Background: an optimization exercise with open tools, aiming at small area. Do not read the settings as production practice.
The RTL was checked by simulation tests, not by an equivalence proof against the original design.

==> inputs of run a <==
// pdm_top
module pdm_top (
	input  logic          clk_i,
	input  logic          rstn_i,
	output logic          pdm_clk_o,
    input  logic  [1:0]   cfg_pdm_ch_mode_i,
    input  logic  [9:0]   cfg_pdm_decimation_i,
    input  logic  [2:0]   cfg_pdm_shift_i,
    input  logic          cfg_pdm_en_i,
	input  logic          pdm_ch0_i,
	input  logic          pdm_ch1_i,
	output logic   [15:0] pcm_data_o,
	output logic          pcm_data_valid_o,
	input  logic          pcm_data_ready_i
);
clock: 10.0 ns
lec_check: 0
cap_margin: 20
core_margin: 2
core_utilization: 65
cts_buf_list: sky130_fd_sc_hd__clkbuf_4
cts_cluster_diameter: 40
cts_cluster_size: 10
place_density: 0.75
slew_margin: 20
run.sh (not shown) runs the stock make flow with config.mk's settings and CLKGATE_MAP_FILE= SYNTH_SCRIPT=/design/flow/synth_recipe.tcl, a recipe that flattens the netlist after the stock synthesis.
==> run b (differences from run a) <==
--- a/flow/design.v
+++ b/flow/design.v
@@ -9,10 +9,18 @@
   output logic         co
 );
   generate
     if (ARCH == 0) begin : g_plain
       assign {co, s} = {1'b0, a} + {1'b0, b} + {{W{1'b0}}, ci};
+    end else if (ARCH == 1) begin : g_ripple
+      logic [W:0] c;
+      assign c[0] = ci;
+      for (genvar i = 0; i < W; i++) begin : g_b
+        assign s[i]   = a[i] ^ b[i] ^ c[i];
+        assign c[i+1] = (a[i] & b[i]) | (c[i] & (a[i] ^ b[i]));
+      end
+      assign co = c[W];
     end else if (ARCH == 3) begin : g_cinc
       localparam K  = 9;
       localparam NB = (W + K - 1) / K;
       logic [W-1:0] r;
       logic [W-1:0] s0;
@@ -78,17 +86,19 @@
 endmodule
 module cic_integrator #(
   parameter WIDTH  = 51,
   parameter LO     = 26,
   parameter STAGES = 5,
-  parameter ARCH   = 2
+  parameter ARCH   = 2,
+  parameter HARCH  = 1
 ) (
   input  logic                  clk_i,
   input  logic                  sel3_i,
   input  logic                  sel1_i,
   input  logic                  dump_i,
   input  logic                  data_i,
+  input  logic [STAGES-1:0]     lsb_i,   
   output logic [LO-1:0]         lo_o,    
   output logic [WIDTH-LO-1:0]   hi_o     
 );
   localparam HI = WIDTH - LO;
   logic [WIDTH-1:0] r_s0 [STAGES];
@@ -107,11 +117,12 @@
   generate
     for (i = 0; i < STAGES; i++) begin : g_st
       logic [LO-1:0] s_acc_lo, s_in_lo, s_sum_lo;
       logic [HI-1:0] s_acc_hi, s_in_hi, s_sum_hi;
       logic          s_co, s_co_hi;
-      assign s_tap[i] = ({WIDTH{sel3_i}} & r_s3[i]) | ({WIDTH{sel1_i}} & r_s1[i]);
+      assign s_tap[i] = {({(WIDTH-1){sel3_i}} & r_s3[i][WIDTH-1:1]) | ({(WIDTH-1){sel1_i}} & r_s1[i][WIDTH-1:1]),
+                         lsb_i[i]};
       if (i == 0) begin : g_in0
         assign s_in_lo = {{(LO-1){~data_i}}, 1'b1};
         assign s_in_hi = {HI{~r_data}};
       end else begin : g_in
         assign s_in_lo = s_tap[i-1][LO-1:0];
@@ -124,11 +135,11 @@
         assign s_acc_lo = s_tap[i][LO-1:0];
         assign s_acc_hi = r_s0[i][WIDTH-1:LO];
       end
       cic_add #(.W(LO), .ARCH(ARCH)) i_add_lo (
         .a(s_acc_lo), .b(s_in_lo), .ci(1'b0), .s(s_sum_lo), .co(s_co));
-      cic_add #(.W(HI), .ARCH(ARCH)) i_add_hi (
+      cic_add #(.W(HI), .ARCH(HARCH)) i_add_hi (
         .a(s_acc_hi), .b(s_in_hi), .ci(r_c[i]), .s(s_sum_hi), .co(s_co_hi));
       always_ff @(posedge clk_i) begin
         r_s0[i] <= {s_tap[i][WIDTH-1:LO], s_sum_lo};
         r_c[i]  <= s_co;
         r_s1[i] <= {s_sum_hi, r_s0[i][LO-1:0]};
@@ -149,10 +160,11 @@
   input  logic                clk_i,
   input  logic                sel3_i,
   input  logic                sel1_i,
   input  logic                en_i,
   input  logic [2:0]          shift_i,
+  input  logic [STAGES-2:0]   lsb_i,    
   input  logic [LO-1:0]       lo_i,
   input  logic [WIDTH-LO-1:0] hi_i,
   output logic [15:0]         data_o
 );
   localparam HI = WIDTH - LO;
@@ -173,11 +185,12 @@
   logic [HI-1:0]    s_thi [NP+1];
   logic [15:0]      s_win_lo, s_win_hi, s_hi_mask;
   genvar i;
   generate
     for (i = 0; i < NP; i++) begin : g_tap
-      assign s_p[i] = ({WIDTH{sel3_i}} & r_c3[i]) | ({WIDTH{sel1_i}} & r_c1[i]);
+      assign s_p[i] = {({(WIDTH-1){sel3_i}} & r_c3[i][WIDTH-1:1]) | ({(WIDTH-1){sel1_i}} & r_c1[i][WIDTH-1:1]),
+                       lsb_i[i]};
     end
     for (i = 0; i < STAGES; i++) begin : g_tapq
       assign s_q[i] = ({16{sel3_i}} & r_q3[i]) | ({16{sel1_i}} & r_q1[i]);
     end
   endgenerate
@@ -223,11 +236,11 @@
   endgenerate
   assign s_thi[0] = hi_i;
   generate
     for (i = 0; i < NP; i++) begin : g_g
       logic s_b_hi;
-      cic_add #(.W(HI), .ARCH(ARCH)) i_sub_hi (
+      cic_add #(.W(HI), .ARCH(1)) i_sub_hi (
         .a(s_thi[i]), .b(~r_c0[i][WIDTH-1:LO]), .ci(r_b[i]), .s(s_thi[i+1]), .co(s_b_hi));
       always_ff @(posedge clk_i)
         r_c1[i] <= {r_en ? s_thi[i] : r_c0[i][WIDTH-1:LO], r_c0[i][LO-1:0]};
     end
   endgenerate
@@ -256,11 +269,11 @@
   assign data_o = s_q[STAGES-1];
 endmodule
 module varcic #(
   parameter STAGES = 5,
   parameter ACC_WIDTH = 51,
-  parameter LO = 26,
+  parameter LO = 35,
   parameter ARCH = 3
 ) (
   input  logic             clk_i,
   input  logic             rstn_i,
   input  logic             cfg_en_i,
@@ -284,10 +297,13 @@
 logic       r_int_sel3, r_int_sel1;     
 logic       r_comb_sel3, r_comb_sel1;   
 logic       s_long;         
 logic       r_hit;          
 logic [2:0] r_shift;
+logic [STAGES-1:0] r_int_lsb;    
+logic [STAGES-2:0] r_comb_lsb;   
+logic [STAGES-1:0] s_comb_t0;    
 logic       s_last_ch;
 logic       s_out_data_valid;
 logic [LO-1:0] s_int_lo;
 logic [ACC_WIDTH-LO-1:0] s_int_hi;
 always_ff @(posedge clk_i)
@@ -323,22 +339,14 @@
     end
     else
       s_ch_nr = r_ch_nr + 1;
   end
 end
-always_ff @(posedge clk_i or negedge rstn_i)
+always_ff @(posedge clk_i)
 begin
-  if(~rstn_i)
-  begin
-    r_sample_nr  <= 'h0;
-    r_ch_nr      <= 'h0;
-  end
-  else
-  begin
-    r_sample_nr  <= s_sample_nr;
-    r_ch_nr      <= s_ch_nr;
-  end
+  r_sample_nr  <= s_sample_nr;
+  r_ch_nr      <= s_ch_nr;
 end
 always_ff @(posedge clk_i)
   r_hit <= (s_sample_nr == cfg_decimation_i);
 assign s_int_first  = ~(r_int_sel3 | r_int_sel1);
 assign s_comb_first = ~(r_comb_sel3 | r_comb_sel1);
@@ -356,44 +364,59 @@
     s_int_first_nxt = 1'b0;
     if (r_hit)
       s_comb_first_nxt = 1'b0;
   end
 end
-always_ff @(posedge clk_i or negedge rstn_i)
+always_ff @(posedge clk_i)
 begin
-  if(~rstn_i)
+  r_int_sel3  <= ~s_int_first_nxt  &  s_long;
+  r_int_sel1  <= ~s_int_first_nxt  & ~s_long;
+  r_comb_sel3 <= ~s_comb_first_nxt &  s_long;
+  r_comb_sel1 <= ~s_comb_first_nxt & ~s_long;
+end
+assign s_comb_t0[0] = r_int_lsb[STAGES-1];
+generate
+  for (genvar j = 0; j < STAGES-1; j++) begin : g_comb_t0
+    assign s_comb_t0[j+1] = s_comb_t0[j] ^ r_comb_lsb[j];
+  end
+endgenerate
+always_ff @(posedge clk_i)
+begin
+  if (s_clr)
   begin
-    r_int_sel3  <= 1'b0;
-    r_int_sel1  <= 1'b0;
-    r_comb_sel3 <= 1'b0;
-    r_comb_sel1 <= 1'b0;
+    r_int_lsb  <= '0;
+    r_comb_lsb <= '0;
   end
-  else
+  else if (data_valid_i & s_last_ch)
   begin
-    r_int_sel3  <= ~s_int_first_nxt  &  s_long;
-    r_int_sel1  <= ~s_int_first_nxt  & ~s_long;
-    r_comb_sel3 <= ~s_comb_first_nxt &  s_long;
-    r_comb_sel1 <= ~s_comb_first_nxt & ~s_long;
+    r_int_lsb[0] <= ~r_int_lsb[0];
+    for (int j = 1; j < STAGES-1; j++)
+      r_int_lsb[j] <= r_int_lsb[j] ^ r_int_lsb[j-1];
+    r_int_lsb[STAGES-1] <= (r_int_lsb[STAGES-1] & ~r_hit) ^ r_int_lsb[STAGES-2];
+    if (r_hit)
+      r_comb_lsb <= s_comb_t0[STAGES-2:0];
   end
 end
 assign s_out_data_valid = data_valid_i & r_hit;
 assign data_valid_o     = s_out_data_valid;
 cic_integrator #(.WIDTH(ACC_WIDTH), .LO(LO), .STAGES(STAGES), .ARCH(ARCH)) i_int (
   .clk_i   ( clk_i            ),
   .sel3_i  ( r_int_sel3       ),
   .sel1_i  ( r_int_sel1       ),
   .dump_i  ( s_out_data_valid ),
   .data_i  ( data_i           ),
+  .lsb_i   ( r_int_lsb        ),
   .lo_o    ( s_int_lo         ),
   .hi_o    ( s_int_hi         )
 );
 cic_comb #(.WIDTH(ACC_WIDTH), .LO(LO), .STAGES(STAGES), .ARCH(2)) i_comb (
   .clk_i   ( clk_i            ),
   .sel3_i  ( r_comb_sel3      ),
   .sel1_i  ( r_comb_sel1      ),
   .en_i    ( s_out_data_valid ),
   .shift_i ( r_shift          ),
+  .lsb_i   ( r_comb_lsb       ),
   .lo_i    ( s_int_lo         ),
   .hi_i    ( s_int_hi         ),
   .data_o  ( data_o           )
 );
 endmodule
@@ -465,70 +488,45 @@
 			r_store_ch3 <= 0;
 			r_send_ch0  <= 0;
 			r_send_ch1  <= 0;
 			r_send_ch2  <= 0;
 			r_send_ch3  <= 0;
-			r_data_ch0  <= 0;
-			r_data_ch1  <= 0;
-			r_data_ch2  <= 0;
-			r_data_ch3  <= 0;
 			r_clk       <= 0;
 			r_clk_dly   <= 0;
 		end else begin
 	  		if(cfg_pdm_en_i)
 	  		begin
 	        case(cfg_pdm_ch_mode_i)
 	        	2'b00:
 	        	begin
 	        		r_store_ch0 <= ~r_store_ch0;
 	        		r_send_ch0  <= ~r_send_ch0;
-	        		if(r_store_ch0)
-	        			r_data_ch0 <= pdm_ch0_i;
 	        		r_clk <= ~r_clk;
 	        	end
 	        	2'b01:
 	        	begin
 	        		r_store_ch0 <= ~r_store_ch0;
 	        		r_send_ch0  <= ~r_send_ch0;
 	        		r_store_ch1 <= ~r_store_ch1;
 	        		r_send_ch1  <=  r_send_ch0;
-	        		if(r_store_ch0)
-	        			r_data_ch0 <= pdm_ch0_i;
-	        		if(r_store_ch1)
-	        			r_data_ch1 <= pdm_ch0_i;
 	        		r_clk <= ~r_clk;
 	        	end
 	        	2'b10:
 	        	begin
 	        		r_store_ch0 <= ~r_store_ch0;
 	        		r_send_ch0  <= ~r_send_ch0;
 	        		r_send_ch1  <=  r_send_ch0;
-	        		if(r_store_ch0)
-	        		begin
-	        			r_data_ch0 <= pdm_ch0_i;
-	        			r_data_ch1 <= pdm_ch1_i;
-	        		end
 	        		r_clk <= ~r_clk;
 	        	end
 	        	2'b11:
 	        	begin
 	        		r_store_ch0 <=  r_clk_dly & ~r_clk;
 	        		r_store_ch2 <= ~r_clk_dly &  r_clk;
 	        		r_send_ch0 <= r_store_ch0;
 	        		r_send_ch1 <= r_send_ch0;
 	        		r_send_ch2 <= r_send_ch1;
 	        		r_send_ch3 <= r_send_ch2;
-	        		if(r_store_ch0)
-	        		begin
-	        			r_data_ch0 <= pdm_ch0_i;
-	        			r_data_ch1 <= pdm_ch1_i;
-	        		end
-	        		if(r_store_ch2)
-	        		begin
-	        			r_data_ch2 <= pdm_ch0_i;
-	        			r_data_ch3 <= pdm_ch1_i;
-	        		end
 	        		r_clk      <= ~r_clk_dly;
 	        		r_clk_dly  <= r_clk;
 	        	end
 	        endcase  
 			end	
@@ -545,10 +543,46 @@
 				r_clk       <= 0;
 				r_clk_dly   <= 0;
 			end
 		end
 	end
+	always_ff @(posedge clk_i) begin : proc_r_data
+		if(cfg_pdm_en_i)
+		begin
+			case(cfg_pdm_ch_mode_i)
+				2'b00:
+					if(r_store_ch0)
+						r_data_ch0 <= pdm_ch0_i;
+				2'b01:
+				begin
+					if(r_store_ch0)
+						r_data_ch0 <= pdm_ch0_i;
+					if(r_store_ch1)
+						r_data_ch1 <= pdm_ch0_i;
+				end
+				2'b10:
+					if(r_store_ch0)
+					begin
+						r_data_ch0 <= pdm_ch0_i;
+						r_data_ch1 <= pdm_ch1_i;
+					end
+				2'b11:
+				begin
+					if(r_store_ch0)
+					begin
+						r_data_ch0 <= pdm_ch0_i;
+						r_data_ch1 <= pdm_ch1_i;
+					end
+					if(r_store_ch2)
+					begin
+						r_data_ch2 <= pdm_ch0_i;
+						r_data_ch3 <= pdm_ch1_i;
+					end
+				end
+			endcase
+		end
+	end
 	always_comb begin : proc_s_data
 		if(r_send_ch0)
 		begin
 				s_data = r_data_ch0;
 		end
- CTS_BUF_LIST: sky130_fd_sc_hd__clkbuf_4 -> sky130_fd_sc_hd__clkbuf_8
- CTS_CLUSTER_DIAMETER: 40 -> 60
- CTS_CLUSTER_SIZE: 10 -> 18
==> impl_metrics.yaml <==
status:
  status: "finished clean"
synth:
  avgSynthCellArea_um2: 12.3
  mappedNetlistArea_mm2: 0.0715
  synth_nets: 6483
  synth.distinct_cells: 88
  synthesis.instances: 5809
drt:
  met2_length_um: 56000
  wl_per_cell_um: 16.0
global_routing:
  met1_usage: 0.286
critical_path:
  max_stage_delay_ns: 0.71
  reg2regPathDepth: 37
  cp.arrival_ns: 9.74
  r2r-end: "i_varcic.i_comb.r_q0[0][10]$_DFF_P_"
cells_and_area:
  area_delta_synth_final_pct: 5.83
  clock_buffers: 303
  clock_area_frac: 0.0335
cts:
  clockBufferDepth: 4
floorplan:
  taps: 1414
  die_x_um: 336
timing:
  fmax_mhz: 115
That was run a.
==> impl_metrics.yaml <==
cells_and_area:
  clock_area_frac: 0.0343
  clock_buffers: 153
  area_delta_synth_final_pct: 6.06
status:
  status: "finished clean"
timing:
  fmax_mhz: 107
synth:
  synth_nets: 5887
  avgSynthCellArea_um2: 13.0
critical_path:
  max_stage_delay_ns: 0.58
  r2r-end: "i_varcic.i_comb.r_q1[0][14]$_DFF_P_"
  reg2regPathDepth: 25
  cp.arrival_ns: 10.09
drt:
  met2_length_um: 50600
  wl_per_cell_um: 16.5
floorplan:
  taps: 1391
global_routing:
  met1_usage: 0.301
That was run b.

==> port drivers added, routing unchanged <==
In the flow no input, the clock included, has a driving cell. The finished layouts below were timed again as built, in two steps. Step 1: set_driving_cell puts a clkbuf_16 on clk_i and a buf_2 on each other input, an assumption about the parent block. Step 2 times the ports against the registers' clock, not the clock port: input delays grow and output delays shrink by t, the midpoint of the rising clock arrivals with the driver on. Three values: ideal ports, drivers, drivers and shift; two values: the first two.
run | t, ns | setup slack, ns | worst register clock-pin slew, ns | worst data-port slew with drivers (ns) | pins driven straight from the clock port
run a | 1.220 | 1.300 / 1.300 / 1.300 | 0.11 / 0.11 | 0.04 | 1
run b | 0.928 | 0.677 / 0.677 / 0.677 | 0.11 / 0.11 | 0.04 | 1
After both steps setup and hold are still met in every run listed.
